Context: an optimization exercise on an open-source flow, tuned for small area. The choices shown serve that exercise and are no tape-out recipe.
Where RTL was checked, it was by simulation tests only, not by an equivalence proof against the original.
Function not checked in run 1: the RTL went through the layout flow alone.
No activity file was given, so power comes from the tool's default toggle rates.

**design/flow/flow/run.sh**
```bash
#!/bin/bash
# Layout flow: the standard ORFS flow (standard.sh's make command) with
#  - synthesis by flow/synth.tcl: synth_recipe.tcl with ABC run on flow/area.abc
#    and no adder pre-mapping (ADDER_MAP_FILE empty), registers unchanged;
#  - buf_1 cells as the port buffers;
#  - CTS without dummy loads.
# Every tool's output goes to the ORFS logs under orfs/logs; make's own
# output goes to make.log here.
set -euo pipefail
W=$(pwd)
export MY_ABC_SCRIPT=$W/flow/area.abc
export ADDER_MAP_FILE=
export BUFFER_PORTS_ARGS="-buffer_cell sky130_fd_sc_hd__buf_1"
export CTS_ARGS="-sink_clustering_enable -sink_clustering_size 50 -sink_clustering_max_diameter 400 -buf_list sky130_fd_sc_hd__clkbuf_8 -repair_clock_nets -dont_use_dummy_load"
sed "s#SYNTH_SCRIPT=[^ ]*#SYNTH_SCRIPT=$W/flow/synth.tcl#" standard.sh > my_standard.sh
grep -q "SYNTH_SCRIPT=$W/flow/synth.tcl" my_standard.sh
bash my_standard.sh > make.log 2>&1
test -s out/final.def
```
**design/flow/flow/area.abc**
```
strash
&get -n
&fraig -x
&put
scorr
&get -n
&deepsyn -T 20 -S 2
&put
strash
&get -n
&dch -f
&nf -R 1000
&put
```
**design/flow/flow/synth.tcl**
```tcl
# synth_recipe.tcl with ABC's script replaced by $MY_ABC_SCRIPT
proc synth {args} { yosys synth -nofsm -noshare {*}$args }
proc abc {args} {
  set i [lsearch -exact $args -script]
  if { $i >= 0 && [info exists ::env(MY_ABC_SCRIPT)] } {
    lset args [expr {$i + 1}] $::env(MY_ABC_SCRIPT)
  }
  yosys abc {*}$args
}
source $::env(SCRIPTS_DIR)/synth.tcl
# left out here: clear keep_hierarchy, flatten, clean up, hide names made inside functions, write 1_2_yosys.v
```
**design/flow/standard.sh**
```bash
#!/bin/bash
# synth_recipe.tcl (not shown) runs the flow's synth.tcl, then flattens the netlist and writes it again
# the make line also repeats each setting of config.mk as NAME=value (left out here)
make -C /OpenROAD-flow-scripts/flow DESIGN_CONFIG=/design/flow/config.mk WORK_HOME=/design/flow/orfs CLKGATE_MAP_FILE= SYNTH_SCRIPT=/design/flow/synth_recipe.tcl "${@:-finish}"
```
**design/flow/config.mk**
```make
export PLATFORM = sky130hd
export DESIGN_NAME = top
export DESIGN_NICKNAME = top
export VERILOG_FILES = /design/flow/design.v
export SDC_FILE = /design/flow/constraint.sdc
export NUM_CORES = 4
export LEC_CHECK = 0
export CAP_MARGIN = 0
export CORE_MARGIN = 2
export CORE_UTILIZATION = 70
export SLEW_MARGIN = 0
```
**design/flow/constraint.sdc**
```tcl
create_clock -name core_clock -period 30.0 [get_ports {clk}]
set_input_delay 6.0000 -clock core_clock [delete_from_list [all_inputs] [get_ports {clk}]]
set_output_delay 6.0000 -clock core_clock [all_outputs]
set_load 0.01 [all_outputs]
```
**design/flow/design.v**
```verilog
`timescale 1ns / 1ps
module top(
    input clk,
    input reset,
    input start,
    input [7:0] a,
    input [7:0] b,
    output [6:0] seg,
    output [7:0] an
);
reg [14:0] cnt;
reg [2:0] js;       
wire wrap = &cnt;
wire c31 = &cnt[4:0];
wire [4:0] s = cnt[4:0];
always @(posedge clk)
    if (reset) cnt <= 15'd0;
    else cnt <= cnt + 15'd1;
always @(posedge clk)
    if (reset) js <= 3'd0;
    else if (wrap) js <= {js[1:0], ~js[2]};
wire pos0 = ~js[2] & ~js[0];
wire pos1 = ~js[1] &  js[0];
wire pos2 = ~js[2] &  js[1];
wire pos3 =  js[2] &  js[0];
wire pos4 =  js[1] & ~js[0];
wire pos5 =  js[2] & ~js[1];
assign an = {2'b11, ~pos5, ~pos4, ~pos3, ~pos2, ~pos1, ~pos0};
reg p, v;
always @(posedge clk)
    if (reset) begin
        p <= 1'b0;
        v <= 1'b0;
    end else begin
        p <= start | (p & ~(v & c31));
        v <= ~start & (v | (p & c31));
    end
wire run  = p & v & ~start;
wire mult = run & ~s[4] & ~s[3];
wire conv = run & s[4] & ~(s[3] & s[2] & s[1] & s[0]);
wire [3:0] i = s[3:0];
reg [7:0] ap;       
reg [6:0] hp;       
reg [7:0] bp;       
reg sb;             
reg seen;           
wire bb = bp[0] ^ (sb & seen);
wire [7:0] lo = {1'b0, hp} + {1'b0, ap[6:0] & {7{bb}}};
wire [7:0] sum = {lo[7] ^ (ap[7] & ~bb), lo[6:0]};
wire [17:0] r = {ap[2:0], hp, bp};
wire e1  = |i;                         
wire e5  = i[3] | (i[2] & i[1]);       
wire e9  = i[3] & (i[2] | i[1] | i[0]);
wire e13 = i[3] & i[2] & (i[1] | i[0]);
function [3:0] add3(input [3:0] d, input en);
    reg c;
    begin
        c = en & (d[3] | (d[2] & (d[1] | d[0])));
        add3[3] = d[3] | c;
        add3[2] = c ? (d[3] & d[0]) : d[2];
        add3[1] = c ? ((d[1] & d[0]) | (d[3] & ~d[0])) : d[1];
        add3[0] = d[0] ^ c;
    end
endfunction
wire [3:0] o_c  = add3({r[0], r[17:15]}, e1);
wire [3:0] t_c  = add3(r[4:1], e5);
wire [3:0] h_c  = add3(r[8:5], e9);
wire [3:0] th_c = add3(r[12:9], e13);
wire x14 = r[14] ^ ap[7];
wire [17:0] rc = {o_c[2:0] & {3{e1}}, x14, r[13], th_c, h_c, t_c, o_c[3]};
wire [17:0] rn = {rc[16:0], rc[17]};
always @(posedge clk) begin
    if (start) begin
        ap <= a;
        bp <= b;
        hp <= {7{a[7]}};
        sb <= b[7];
        seen <= 1'b0;
    end else if (mult) begin
        hp <= sum[7:1];
        bp <= {sum[0], bp[7:1]};
        seen <= seen | bp[0];
    end else if (conv) begin
        {ap[2:0], hp, bp} <= rn;
        seen <= (seen & e1) | x14;
    end
end
wire [3:0] dig = ({4{pos1 & v}} & {3'd0, r[13]})
               | ({4{pos2 & v}} & r[12:9])
               | ({4{pos3 & v}} & r[8:5])
               | ({4{pos4 & v}} & r[4:1])
               | ({4{pos5 & v}} & {r[0], r[17:15]});
wire w = dig[3], x = dig[2], y = dig[1], z = dig[0];
wire [6:0] dec;
assign dec[0] = (~w & ~x & ~y & z) | (x & ~y & ~z);
assign dec[1] = x & (y ^ z);
assign dec[2] = ~x & y & ~z;
assign dec[3] = (~w & ~x & ~y & z) | (x & ~y & ~z) | (x & y & z);
assign dec[4] = z | (x & ~y);
assign dec[5] = (~w & ~x & z) | (~x & y) | (y & z);
assign dec[6] = (~w & ~x & ~y) | (x & y & z);
wire minus = v & (sb ^ ap[7]) & seen;
assign seg = pos0 ? {~minus, 6'b111111} : dec;
endmodule
```
==> results of run 1 <==
logic make-up after synthesis:
group	after synthesis	share of synthesized area, %
and+or+nand+nor	116	22.5
AOI/OAI and AO/OA	86	23.8
buffers and inverters	6	1.24
xor gates and xnor gates	12	4.35
adders and majority gates	2	0.828
DFF	45	47.2
other	1	0.155
flip-flops by register name, summed over array words and instances (netlist names):
register and flops:
bp 8, v 1, js 3, seen 1
p 1, cnt 15, ap 8, sb 1
hp 7
worst max-delay path by stage:
stage,endpoint,slack (ps)
2_1_floorplan,seg[3],21980
3_3_place_gp,seg[6],21840
3_5_place_dp,seg[6],21750
4_1_cts,seg[6],21420
5_1_grt,seg[6],21160
6_report,seg[6],21400
tightest hold or removal path, stage by stage (launching register included):
cell     delay, ps
dfxtp_1        310
nor2_1          90
nor3_1          40
stage by stage:
| step | power, mW | worst slack, ps |
|---|---|---|
| 6_report | 0.120 | 21400 |
| 2_1_floorplan | 0.0827 | 21980 |
| 5_1_grt | 0.125 | 21160 |
| 4_1_cts | 0.120 | 21420 |
| 3_3_place_gp | 0.0873 | 21840 |
| 3_5_place_dp | 0.0877 | 21750 |
power by group through the flow:
stage	registers (mW)	clock network (mW)	logic, mW
after global routing	0.0730	0.0356	0.0159
after detailed placement	0.0739	0	0.0138
final	0.0727	0.0332	0.0141
after global placement	0.0738	0	0.0135
after CTS	0.0725	0.0337	0.0140
after floorplan	0.0725	0	0.0102
routing by layer:
layer  vias to the layer above  routed length [um]  GRT usage [%]
met5                         -                   0              0
met2                       109                2620           47.8
met1                      1024                2410           42.6
met3                        11                 479           8.11
met4                         0                  85           10.6
li1                       1092                   -              -
final cells by class:
class / count / area, um^2 / area share (%)
Multi-Input combinational cell: 218 / 1250 / 46.8
Sequential cell: 45 / 1140 / 42.7
Timing Repair Buffer: 34 / 139 / 5.20
Clock buffer: 5 / 68.8 / 2.58
Tap cell: 46 / 57.6 / 2.15
Inverter: 4 / 15.0 / 0.562
placed cells by master (no fill, tap or decap), drive strengths merged, types with 2 or more instances in the layout:
| cell | synthesis | layout |
|---|---|---|
| maj3 | 2 | 2 |
| nand3 | 7 | 7 |
| o21ai | 13 | 13 |
| o21a | 10 | 10 |
| a31oi | 2 | 2 |
| a222oi | 3 | 3 |
| nand2b | 5 | 5 |
| nor4 | 2 | 2 |
| o211ai | 2 | 2 |
| a21o | 3 | 3 |
| clkbuf | 0 | 5 |
| a22oi | 4 | 4 |
| a211oi | 5 | 5 |
| xnor2 | 6 | 6 |
| a22o | 2 | 2 |
| a221o | 3 | 3 |
| dfxtp | 21 | 21 |
| nor3 | 18 | 18 |
| xor2 | 6 | 6 |
| and3 | 7 | 7 |
| a21oi | 24 | 24 |
| edfxtp | 24 | 24 |
| clkinv | 4 | 4 |
| o31ai | 2 | 2 |
| nor2 | 38 | 38 |
| and2 | 5 | 5 |
| buf | 2 | 34 |
| o22ai | 4 | 4 |
| conb | 1 | 2 |
| or2 | 3 | 3 |
| nand2 | 25 | 25 |
==> impl_metrics.csv, run 1 <==
group,metric,value,unit
outcome,status,"no timing/DRC/antenna violations",
critical_path,cp.arrival,2600,ps
global_route,grt_max_degree,25,
die,coreArea,3340,um^2
sta,relSlewSlack,40.4,%
die,start_util,72.4,%
yosys,synth_cell_type_count,45,
clocking,cts_made_buffers,5,
cells_and_area,num_antenna_cells,0,
sta,period_minus_slack,8600,ps
yosys,synth_top_area_share,29.8,%
die,std_cell_rows,21,
detailed_routing,viasPerCell,6.35,
cells_and_area,final_nets,327,
yosys,avgSynthCellArea,9.02,um^2
critical_path,startpoint,"js[1]$_SDFFE_PP0P_",
sta,finalCritPeriodShare,28.7,%
clocking,clk-insertion-delay-late,290,ps
placement,place.gp.congestion,0.893,
detailed_routing,wl_per_cell,15.9,um
sta,rsz0062_at_grt,"false",
placement,place_area,2600,um^2
yosys,syn_area,2420,um^2
critical_path,crit_path_end_kind,"output pin",
power_and_ir_drop,power.switching,30.6,uW
critical_path,r2r_cells,13,
global_route,grt_pass1_wl,9360,um
critical_path,critical_path_class,"reg2out",
global_route,overflow,0,
yosys,ys_ff_latch,45,
power_and_ir_drop,leakage,0.919,nW
detailed_routing,wl,5590,um
worst_hold_path,min_path_cells,2,
power_and_ir_drop,combPwrFrac,11.8,%
critical_path,path_buf_inv,1,
worst_hold_path,worstHoldStart,"cnt[11]$_SDFF_PP0_",
detailed_routing,dr.pass1.iters,8,
die,fp.dieArea,3940,um^2
clocking,cts_setup_buffers,0,
power_and_ir_drop,vdd_drop_max,39.4,uV
placement,dp.final_hpwl,4070,um
sta,slew_viol_final,0,
global_route,antenna_found_initial,0,
cells_and_area,fin_cells,352,
clocking,cts_max_level,2,
yosys,synth_warnings,1,
yosys,synth_top_area_cell,"edfxtp_1",
power_and_ir_drop,clock_power_share,27.7,%
detailed_routing,drtIter0Drc,200,
critical_path,setup.worst_path.start_class,"flop",
yosys,synth_ff_type,"edfxtp_1",
die,chipWidth,62.8,um
detailed_routing,ant_nets,0,
global_route,grt_usage,31.0,%
cells_and_area,final_area,2670,um^2
cells_and_area,layout-drive-gt1-share,2.61,%
sta,finalSetupViolCount,0,
power_and_ir_drop,intPower,89.5,uW
detailed_routing,vias,2236,
cells_and_area,post-route-util,80.1,%
power_and_ir_drop,pwr-share-seq,60.5,%
critical_path,r2r_slack,26160,ps
cells_and_area,area_growth_syn_to_layout,10.5,%
die,die_h,62.8,um
clocking,postCtsResizedCells,0,
sta,clock-skew-final,4.20,ps
clocking,hold_buffers,0,
worst_hold_path,hold_path_end,"cnt[11]$_SDFF_PP0_",
global_route,grt_pass1_vias,1978,
power_and_ir_drop,powerDensity,44.9,nW/um^2
yosys,async_reset_ff_share,0,%
detailed_routing,drc,0,
sta,hold_slack,490,ps
yosys,yosys-top-cells-area,"edfxtp_1 30%, dfxtp_1 17%, nor2_1 5.9%",
placement,numPortBuffers,31,
critical_path,r2r_start,"bp[0]$_DFFE_PP_",
sta,fin_setup_tns,0,ps
clocking,cts_sinks,45,
critical_path,path_depth,9,
worst_hold_path,min_path_type,"reg2reg",
yosys,yosysMostFrequentCell,"nor2_1",
run,cap_violations,0,
yosys,synth_cells,268,
sta,tightest_slew,887,ps
critical_path,crit_slowest_cell,"a21boi_0",
critical_path,cp_cell_sequence,"nand2b_1 > nor2_1 > a222oi_1 > a21boi_0 > nand3_1 > o21ai_0 > nor2_1 > a41oi_1 > buf_1",
clocking,cts_tree,"yes",
power_and_ir_drop,netSwitchingFraction,25.5,%
cells_and_area,n_fill_cell,249,
yosys,synthTopCellsByCount,"38 x nor2_1, 25 x nand2_1, 24 x a21oi_1, 24 x edfxtp_1, 21 x dfxtp_1",
yosys,synth-edff-count,24,
clocking,root_buffer,"clkbuf_8",
placement,dp_cells,347,
clocking,clkTransAtPathRegs,70,ps
critical_path,critical-path-max-stage-delay,480,ps
critical_path,worstReg2RegEnd,"hp[6]$_DFFE_PP_",
clocking,clk_path_buf_depth,2,
critical_path,critical-path-top-delay-family,"compound AO/OA/AOI/OAI gates",
critical_path,critical_path.max_fanout,7,
sta,final_hold_viol_count,0,
die,io_pins,34,
critical_path,required,24000,ps
sta,clock.fmax,116,MHz
critical_path,crit_top_cell,"nor2_1",
yosys,yosysSeqAreaShare,47.2,%
==> run 2, diff against run 1 <==
--- a/design/flow/design.v
+++ b/design/flow/design.v
@@ -47,3 +47,5 @@
 wire bb = bp[0] ^ (sb & seen);
-wire [7:0] lo = {1'b0, hp} + {1'b0, ap[6:0] & {7{bb}}};
+wire bm = bb & mult;
+wire cth;
+wire [7:0] lo = {1'b0, hp} + {1'b0, (ap[6:0] & {7{bm}}) | {4'd0, cth, cth, 1'b0}};
 wire [7:0] sum = {lo[7] ^ (ap[7] & ~bb), lo[6:0]};
@@ -67,3 +69,4 @@
 wire [3:0] h_c  = add3(r[8:5], e9);
-wire [3:0] th_c = add3(r[12:9], e13);
+assign cth = e13 & (r[12] | (r[11] & (r[10] | r[9])));
+wire [3:0] th_c = lo[4:1];
 wire x14 = r[14] ^ ap[7];
--- a/design/flow/flow/run.sh
+++ b/design/flow/flow/run.sh
@@ -2,4 +2,6 @@
 # Layout flow: the standard ORFS flow (standard.sh's make command) with
-#  - synthesis by flow/synth.tcl: synth_recipe.tcl with ABC run on flow/area.abc
-#    and no adder pre-mapping (ADDER_MAP_FILE empty), registers unchanged;
+#  - synthesis by flow/synth.tcl: synth_recipe.tcl, except that ABC maps the
+#    logic with each flow/abc_*.abc script and the smallest result is kept,
+#    and there is no adder pre-mapping (ADDER_MAP_FILE empty); the registers
+#    are the standard synthesis's;
 #  - buf_1 cells as the port buffers;
@@ -10,3 +12,3 @@
 W=$(pwd)
-export MY_ABC_SCRIPT=$W/flow/area.abc
+export MY_ABC_SCRIPTS="$(ls $W/flow/abc_*.abc | tr '\n' ' ')"
 export ADDER_MAP_FILE=
==> design/flow/flow/abc_a1.abc (new file) <==
strash
dch
map -a
topo
==> design/flow/flow/abc_c1.abc (new file) <==
strash
&get -n
&fraig -x
&put
scorr
dc2
strash
&get -n
&dch -f
&nf -R 1000
&put
==> design/flow/flow/abc_d1.abc (new file) <==
strash
&get -n
&fraig -x
&put
scorr
&get -n
&deepsyn -T 60
&put
strash
&get -n
&dch -f
&nf -R 1000
&put
==> design/flow/flow/abc_d3.abc (new file) <==
strash
&get -n
&fraig -x
&put
scorr
&get -n
&deepsyn -T 20 -S 2
&put
strash
&get -n
&dch -f
&nf -R 1000
&put
==> design/flow/flow/synth.tcl (replaced) <==
# synth_recipe.tcl, with ABC run once per script in $MY_ABC_SCRIPTS (each on
# the same netlist) and the mapping of least cell area kept.
proc synth {args} { yosys synth -nofsm -noshare {*}$args }
proc abc {args} {
  set i [lsearch -exact $args -script]
  if { $i < 0 || ![info exists ::env(MY_ABC_SCRIPTS)] } {
    yosys abc {*}$args
    return
  }
  set libargs {}
  foreach lib $::env(LIB_FILES) { lappend libargs -liberty $lib }
  yosys design -save pre_abc
  set best_area ""
  foreach sc $::env(MY_ABC_SCRIPTS) {
    yosys design -load pre_abc
    lset args [expr {$i + 1}] $sc
    yosys abc {*}$args
    set st [yosys tee -q -s result.string stat {*}$libargs]
    if { ![regexp {Chip area for module[^:]*:\s*([0-9.]+)} $st -> area] } {
      error "no area from stat after abc with $sc"
    }
    puts "ABC script $sc: area $area"
    if { $best_area eq "" || $area < $best_area } {
      set best_area $area
      set best_sc $sc
      yosys design -save best_abc
    }
  }
  puts "ABC script chosen: $best_sc (area $best_area)"
  yosys design -load best_abc
}
source $::env(SCRIPTS_DIR)/synth.tcl
# left out here: clear keep_hierarchy, flatten, clean up, hide names made inside functions, write 1_2_yosys.v
removed: design/flow/flow/area.abc
==> run 2 against run 1 <==
Sequential share of layout area grew 0.88 points. Count of clock-buffer cells in the layout unchanged. Synthesized cell count down 4.1%. First-iteration DRC count is 13% lower. Critical path type unchanged. Clock skew is 14 ps higher. Power down 2.0%. Final area is 2.0% lower. Worst setup slack improved by 330 ps. Combinational power shrank 12%. Sequential power hardly changed. Largest power group unchanged.
==> impl_metrics.csv, run 2 <==
group,metric,value,unit
sta,final_hold_viol_count,0,
placement,dp.final_hpwl,4090,um
clocking,hold_buffers,0,
yosys,synth_ff_type,"edfxtp_1",
clocking,root_buffer,"clkbuf_8",
yosys,synth-xor-area-share,5.52,%
detailed_routing,ant_nets,0,
clocking,clkTransAtPathRegs,80,ps
outcome,status,"no timing/DRC/antenna violations",
sta,period_minus_slack,8270,ps
sta,clock.fmax,121,MHz
cells_and_area,num_antenna_cells,0,
critical_path,critical_path.max_fanout,10,
yosys,synth_warnings,1,
yosys,synth_top_family_by_area,"compound AO/OA/AOI/OAI gates",
global_route,grt_pass1_wl,9240,um
power_and_ir_drop,vdd_drop_max,39.0,uV
detailed_routing,wirelength_met1,2310,um
cells_and_area,layout-drive-gt1-share,2.05,%
yosys,yosysSeqAreaShare,48.0,%
critical_path,cp.arrival,2270,ps
global_route,antenna_found_initial,0,
sta,rsz0062_at_grt,"false",
sta,finalCritPeriodShare,27.6,%
cells_and_area,post-route-util,79.1,%
die,chipWidth,62.3,um
sta,slew_viol_final,0,
detailed_routing,top_layer,"met4",
power_and_ir_drop,power,118,uW
die,die_h,62.3,um
cells_and_area,final_area,2620,um^2
clocking,cts_sinks,45,
sta,fin_setup_tns,0,ps
placement,place.gp.congestion,0.941,
critical_path,startpoint,"js[2]$_SDFFE_PP0P_",
cells_and_area,regMostFlops,"cnt",
die,std_cell_rows,21,
detailed_routing,viasPerCell,6.40,
worst_hold_path,min_path_type,"reg2reg",
critical_path,setup.worst_path.start_class,"flop",
power_and_ir_drop,leakage,0.891,nW
yosys,avgSynthCellArea,9.25,um^2
yosys,syn_area,2380,um^2
sta,finalSetupViolCount,0,
sta,tightest_slew,883,ps
detailed_routing,vias,2170,
critical_path,r2r_cells,19,
placement,numPortBuffers,31,
global_route,overflow,0,
die,coreArea,3310,um^2
global_route,grt_usage,30.6,%
detailed_routing,wl_met3,468,um
cells_and_area,final_common_cell,"buf_1",
clocking,cts_setup_buffers,0,
power_and_ir_drop,intPower,88.7,uW
power_and_ir_drop,combPwrFrac,10.5,%
placement,place_area,2550,um^2
critical_path,r2r_slack,24780,ps
clocking,clk-insertion-delay-late,300,ps
detailed_routing,drtIter0Drc,175,
yosys,muxShareOfSynthArea,0.421,%
die,io_pins,34,
yosys,synth-edff-count,24,
detailed_routing,drc,0,
yosys,ys_ff_latch,45,
critical_path,r2r_start,"v$_SDFF_PP0_",
yosys,synth_cells,257,
cells_and_area,reg_top3,"cnt: 15 flops, ap: 8 flops, bp: 8 flops",
global_route,grt_max_degree,20,
yosys,synth_top_area_cell,"edfxtp_1",
yosys,async_reset_ff_share,0,%
critical_path,required,24000,ps
placement,dp_cells,334,
detailed_routing,met2_length,2590,um
yosys,synthAdderAreaFrac,1.26,%
clocking,clk_path_buf_depth,2,
cells_and_area,final_cell_mix,"31 x buf_1, 29 x nor2_1, 25 x a21oi_1",
yosys,synthTopCellsByCount,"29 x nor2_1, 25 x a21oi_1, 24 x edfxtp_1, 21 x dfxtp_1, 21 x nand2_1",
clocking,cts_max_level,2,
global_route,grt_pass1_vias,1955,
power_and_ir_drop,clock_power_share,27.9,%
critical_path,crit_path_end_kind,"output pin",
yosys,synth_compound_area_share,24.2,%
cells_and_area,fin_cells,339,
die,start_util,71.8,%
detailed_routing,dr.pass1.iters,5,
power_and_ir_drop,netSwitchingFraction,24.6,%
worst_hold_path,min_path_cells,1,
power_and_ir_drop,powerDensity,44.9,nW/um^2
critical_path,critical_path_class,"reg2out",
detailed_routing,wl_per_cell,16.1,um
yosys,yosysMostFrequentCell,"nor2_1",
die,fp.dieArea,3880,um^2
clocking,cts_tree,"yes",
cells_and_area,final_nets,314,
yosys,synth_top_area_share,30.3,%
clocking,postCtsResizedCells,0,
clocking,cts_made_buffers,5,
sta,clock-skew-final,18.1,ps
yosys,yosys.area_share.simple,18.4,%
run,cap_violations,0,
sta,relSlewSlack,41.2,%
power_and_ir_drop,pwr-share-seq,61.6,%
cells_and_area,largest_reg_flops,15,
cells_and_area,area_growth_syn_to_layout,10.0,%
detailed_routing,wl,5470,um
worst_hold_path,worstHoldStart,"cnt[0]$_SDFF_PP0_",
yosys,yosys-top-cells-area,"edfxtp_1 30%, dfxtp_1 18%, a21oi_1 5.3%",
yosys,synth_cell_type_count,41,
power_and_ir_drop,power.switching,28.9,uW
## run 2: through the flow
step	hold WS, ps	setup WS, ps
after floorplan	451	22310
after CTS	505	21750
after detailed placement	481	21890
final	500	21730
after global placement	469	21960
after global routing	537	21520
## run 2: layer usage
metal	global-route usage [%]	up-vias
met5	0	-
met4	10.8	0
met3	6.52	13
met2	50.3	115
met1	40.5	999
li1	-	1043
## run 2: cell type report
| cell class | count | area (um^2) |
|---|---|---|
| multi-input cells | 202 | 1190 |
| flip-flops and latches | 45 | 1140 |
| fillers | 259 | 693 |
| repair buffers | 32 | 124 |
| clock buffers | 5 | 68.8 |
| well taps | 46 | 57.6 |
| inverters | 9 | 33.8 |
## run 2: worst paths after layout
check                      endpoint
hold reg to reg   cnt[0]$_SDFF_PP0_
setup reg to reg    hp[6]$_DFFE_PP_
hold / removal    cnt[0]$_SDFF_PP0_
setup / recovery             seg[3]
## run 2: worst max-delay path, cell delays in order, from the launching register on
cell and delay, ps:
dfxtp_1 510, nor2b_1 180, a222oi_1 360, nand2_1 140
nand2_1 100, and4b_1 230, nand3_1 110, nand2_1 110
or2_0 100, buf_1 150
## run 2: logic make-up after synthesis
group           Yosys count
xor+xnor                 15
simple gates             93
other cells               1
mux                       1
compound gates           88
buf+inv                  11
flops                    45
fa+ha+maj                 3
## run 2: power groups by stage
stage          Combinational [mW]  Clock (mW)  Sequential [mW]
2_1_floorplan             0.00883           0           0.0723
3_3_place_gp               0.0118           0           0.0735
3_5_place_dp               0.0122           0           0.0736
4_1_cts                    0.0122      0.0328           0.0723
5_1_grt                    0.0140      0.0352           0.0729
6_report                   0.0124      0.0328           0.0724
==> run 3, diff against run 2 <==
--- a/design/flow/design.v
+++ b/design/flow/design.v
@@ -49,9 +49,10 @@
 wire cth;
-wire [7:0] lo = {1'b0, hp} + {1'b0, (ap[6:0] & {7{bm}}) | {4'd0, cth, cth, 1'b0}};
+wire [7:0] lo = {1'b0, hp} + {1'b0, (ap[6:0] & {7{bm}}) | {3'd0, cth, cth, 2'd0}};
 wire [7:0] sum = {lo[7] ^ (ap[7] & ~bb), lo[6:0]};
-wire [17:0] r = {ap[2:0], hp, bp};
+wire [16:0] r = {ap[1:0], hp, bp};
 wire e1  = |i;                         
-wire e5  = i[3] | (i[2] & i[1]);       
-wire e9  = i[3] & (i[2] | i[1] | i[0]);
-wire e13 = i[3] & i[2] & (i[1] | i[0]);
+wire eo  = i[3] | i[2];                
+wire et  = i[3] | (i[2] & i[1]);       
+wire eh  = i[3] & (i[2] | i[1]);       
+wire eth = i[3] & i[2] & i[1];         
 function [3:0] add3(input [3:0] d, input en);
@@ -66,10 +67,10 @@
 endfunction
-wire [3:0] o_c  = add3({r[0], r[17:15]}, e1);
-wire [3:0] t_c  = add3(r[4:1], e5);
-wire [3:0] h_c  = add3(r[8:5], e9);
-assign cth = e13 & (r[12] | (r[11] & (r[10] | r[9])));
-wire [3:0] th_c = lo[4:1];
+wire [3:0] o_c  = add3({r[1:0], r[16:15]}, eo);
+wire [3:0] t_c  = add3(r[5:2], et);
+wire [3:0] h_c  = add3(r[9:6], eh);
+assign cth = eth & (r[13] | (r[12] & (r[11] | r[10])));
+wire [3:0] th_c = lo[5:2];
 wire x14 = r[14] ^ ap[7];
-wire [17:0] rc = {o_c[2:0] & {3{e1}}, x14, r[13], th_c, h_c, t_c, o_c[3]};
-wire [17:0] rn = {rc[16:0], rc[17]};
+wire [16:0] rc = {o_c[1:0] & {2{e1}}, x14, th_c, h_c, t_c, o_c[3:2]};
+wire [16:0] rn = {rc[15:0], rc[16]};
 always @(posedge clk) begin
@@ -86,3 +87,3 @@
     end else if (conv) begin
-        {ap[2:0], hp, bp} <= rn;
+        {ap[1:0], hp, bp} <= rn;
         seen <= (seen & e1) | x14;
@@ -90,7 +91,7 @@
 end
-wire [3:0] dig = ({4{pos1 & v}} & {3'd0, r[13]})
-               | ({4{pos2 & v}} & r[12:9])
-               | ({4{pos3 & v}} & r[8:5])
-               | ({4{pos4 & v}} & r[4:1])
-               | ({4{pos5 & v}} & {r[0], r[17:15]});
+wire [3:0] dig = ({4{pos1 & v}} & {3'd0, r[14]})
+               | ({4{pos2 & v}} & r[13:10])
+               | ({4{pos3 & v}} & r[9:6])
+               | ({4{pos4 & v}} & r[5:2])
+               | ({4{pos5 & v}} & {r[1:0], r[16:15]});
 wire w = dig[3], x = dig[2], y = dig[1], z = dig[0];
==> run 3 against run 2 <==
Flip-flop and latch count unchanged. Die area fell by 0.38%. Cell count shrank 0.59%. Via count is 2.2% lower. Synthesized cell count shrank 0.78%. Utilization rose by 0.33 points. Worst setup slack got worse by 320 ps. Clock skew up 4.3 ps. Highest routed layer unchanged.
==> impl_metrics.csv, run 3 <==
group,metric,value,unit
cells_and_area,post-route-util,79.4,%
detailed_routing,wl_per_cell,15.3,um
sta,finalCritPeriodShare,28.6,%
yosys,synth_cell_type_count,42,
yosys,synth-edff-count,24,
critical_path,setup.worst_path.start_class,"flop",
cells_and_area,area_growth_syn_to_layout,10.1,%
worst_hold_path,min_path_cells,2,
critical_path,required,24000,ps
sta,finalSetupViolCount,0,
sta,rsz0062_at_grt,"false",
sta,tightest_slew,957,ps
sta,relSlewSlack,36.2,%
sta,slew_viol_final,0,
placement,place_area,2540,um^2
yosys,synth_top_family_by_area,"compound AO/OA/AOI/OAI gates",
yosys,avgSynthCellArea,9.29,um^2
placement,numPortBuffers,31,
yosys,synthAdderAreaFrac,1.69,%
detailed_routing,drc,0,
yosys,async_reset_ff_share,0,%
critical_path,r2r_slack,26230,ps
yosys,yosysMostFrequentCell,"nor2_1",
detailed_routing,vias,2122,
yosys,synth_top_area_share,30.4,%
yosys,synth_ff_type,"edfxtp_1",
critical_path,r2r_start,"cnt[3]$_SDFF_PP0_",
outcome,status,"no timing/DRC/antenna violations",
power_and_ir_drop,powerDensity,44.1,nW/um^2
cells_and_area,num_antenna_cells,0,
cells_and_area,final_area,2610,um^2
critical_path,cp-endpoint,"seg[3]",
detailed_routing,ant_nets,0,
power_and_ir_drop,vdd_drop_max,34.9,uV
critical_path,crit_path_end_kind,"output pin",
yosys,synth-xor-area-share,4.81,%
die,start_util,72.1,%
detailed_routing,wl,5150,um
global_route,grt_max_degree,22,
yosys,yosys.area_share.simple,18.4,%
worst_hold_path,worstHoldStart,"cnt[11]$_SDFF_PP0_",
critical_path,worstReg2RegEnd,"hp[5]$_DFFE_PP_",
yosys,ys_ff_latch,45,
cells_and_area,largest_reg_flops,15,
yosys,muxShareOfSynthArea,0.423,%
yosys,synth_cells,255,
global_route,overflow,0,
yosys,synth_top_area_cell,"edfxtp_1",
clocking,root_buffer,"clkbuf_8",
die,chipWidth,62.2,um
yosys,syn_area,2370,um^2
clocking,clkTransAtPathRegs,80,ps
clocking,cts_setup_buffers,0,
cells_and_area,regMostFlops,"cnt",
sta,clock-skew-final,22.5,ps
power_and_ir_drop,leakage,0.877,nW
clocking,cts_sinks,45,
cells_and_area,final_cell_mix,"31 x buf_1, 25 x nor2_1, 24 x a21oi_1, 24 x nand2_1, 24 x edfxtp_1",
critical_path,startpoint,"js[1]$_SDFFE_PP0P_",
critical_path,critical_path.max_fanout,6,
global_route,grt_pass1_wl,8780,um
sta,clock.fmax,116,MHz
power_and_ir_drop,power,115,uW
clocking,cts_made_buffers,5,
clocking,hold_buffers,0,
cells_and_area,reg_top3,"cnt: 15 flops, ap: 8 flops, bp: 8 flops",
die,fp.dieArea,3870,um^2
placement,dp.final_hpwl,3900,um
detailed_routing,viasPerCell,6.30,
cells_and_area,final_common_cell,"buf_1",
yosys,synth_warnings,1,
global_route,grt_pass1_vias,1950,
yosys,synth_compound_area_share,24.6,%
sta,hold_slack,494,ps
clocking,postCtsResizedCells,0,
clocking,clk-insertion-delay-late,300,ps
critical_path,r2r_cells,12,
critical_path,cp.arrival,2590,ps
global_route,grt_usage,28.8,%
yosys,yosysSeqAreaShare,48.2,%
clocking,clk_path_buf_depth,2,
clocking,cts_tree,"yes",
sta,period_minus_slack,8590,ps
sta,fin_setup_tns,0,ps
yosys,yosys-top-cells-area,"edfxtp_1 30%, dfxtp_1 18%, a21oi_1 5.1%",
die,die_h,62.2,um
placement,place.gp.congestion,0.952,
critical_path,critical_path_class,"reg2out",
cells_and_area,layout-drive-gt1-share,2.06,%
yosys,synthTopCellsByCount,"25 x nor2_1, 24 x a21oi_1, 24 x edfxtp_1, 24 x nand2_1, 21 x dfxtp_1",
run,cap_violations,0,
sta,final_hold_viol_count,0,
clocking,cts_max_level,2,
worst_hold_path,min_path_type,"reg2reg",
detailed_routing,drtIter0Drc,138,
global_route,antenna_found_initial,0,
die,io_pins,34,
cells_and_area,final_nets,312,
detailed_routing,dr.pass1.iters,5,
die,std_cell_rows,21,
die,coreArea,3280,um^2
==> run 3: area by class of cell <==
class	instances	area (um^2)
multi-input cells	202	1190
fillers	224	677
flip-flops and latches	45	1140
inverters	7	26.3
clock buffers	5	68.8
well taps	46	57.6
repair buffers	32	124
==> run 3: critical path, stage by stage (launching register included) <==
cell,delay [ps]
dfxtp_1,420
nand2b_1,160
nor2_1,80
a222oi_1,330
a21boi_0,500
nand3_1,120
o21ai_0,230
nor2_1,70
nor2_1,120
a21o_1,100
buf_1,140
==> run 3: cells by family (layout without fill, tap and decap cells) <==
logic type               Yosys count  count (layout)
AND/OR/NAND/NOR                   93              93
AO/OA/AOI/OAI                     89              89
flip-flops                        45              45
XOR/XNOR                          13              13
buffers and inverters              9              44
adder cells (fa/ha/maj)            4               4
other                              1               2
multiplexers                       1               1
==> run 3: power by group <==
part | total, mW | internal, mW | leakage [nW] | switching [mW]
logic | 0.00994 | 0.00426 | 0.437 | 0.00569
registers | 0.0726 | 0.0685 | 0.404 | 0.00411
clock network | 0.0325 | 0.0150 | 0.0359 | 0.0175
==> run 3: routing by layer <==
layer	track usage [%]	share of wire, %	wire length [um]	vias up
met5	0	0	0	-
met4	12.5	2.1	108	0
met1	38.5	42	2170	944
met2	45.2	45	2290	133
li1	-	-	-	1033
met3	6.88	11	575	12
==> run 3: how the worst min path moves through the flow <==
stage	slack, ps	to
after floorplan	440	cnt[0]$_SDFF_PP0_
after global placement	460	cnt[0]$_SDFF_PP0_
after detailed placement	480	cnt[11]$_SDFF_PP0_
after CTS	490	cnt[11]$_SDFF_PP0_
after global routing	520	cnt[0]$_SDFF_PP0_
final	490	cnt[11]$_SDFF_PP0_
==> run 3: metrics by stage <==
| step | worst slack [ps] | cells |
|---|---|---|
| after floorplan | 21970 | 256 |
| after global placement | 21850 | 332 |
| after detailed placement | 21760 | 332 |
| after CTS | 21410 | 337 |
| after global routing | 21080 | 337 |
| final | 21410 | 337 |

-- static timing again, ports no longer ideal --
How much do the figures lean on ideal ports? The routed layouts below were timed once more, with nothing changed but the port constraints.
Step 1 sets driving cells, clkbuf_16 on the clock port and buf_2 on the other inputs (assumed; they add their load-dependent delay and slew).
Step 2 times the ports against the registers' clock, not the clock port: input delays grow and output delays shrink by t, the midpoint of the rising clock arrivals with the driver on.
Three values: no drivers, after step 1, after step 2; two values: the first two.
run | t (ns) | setup WS [ns] | hold WS [ns] | worst setup path after step 2 | worst register clock-pin slew, ns
run 1 | 0.318 | 21.397 / 21.368 / 21.686 | 0.490 / 0.490 / 0.490 | register to output | 0.08 / 0.08
run 2 | 0.313 | 21.730 / 21.704 / 21.804 | 0.500 / 0.500 / 0.500 | input to register | 0.08 / 0.08
run 3 | 0.315 | 21.405 / 21.380 / 21.695 | 0.494 / 0.494 / 0.494 | register to output | 0.08 / 0.08
After both steps setup and hold are still met in every run listed.
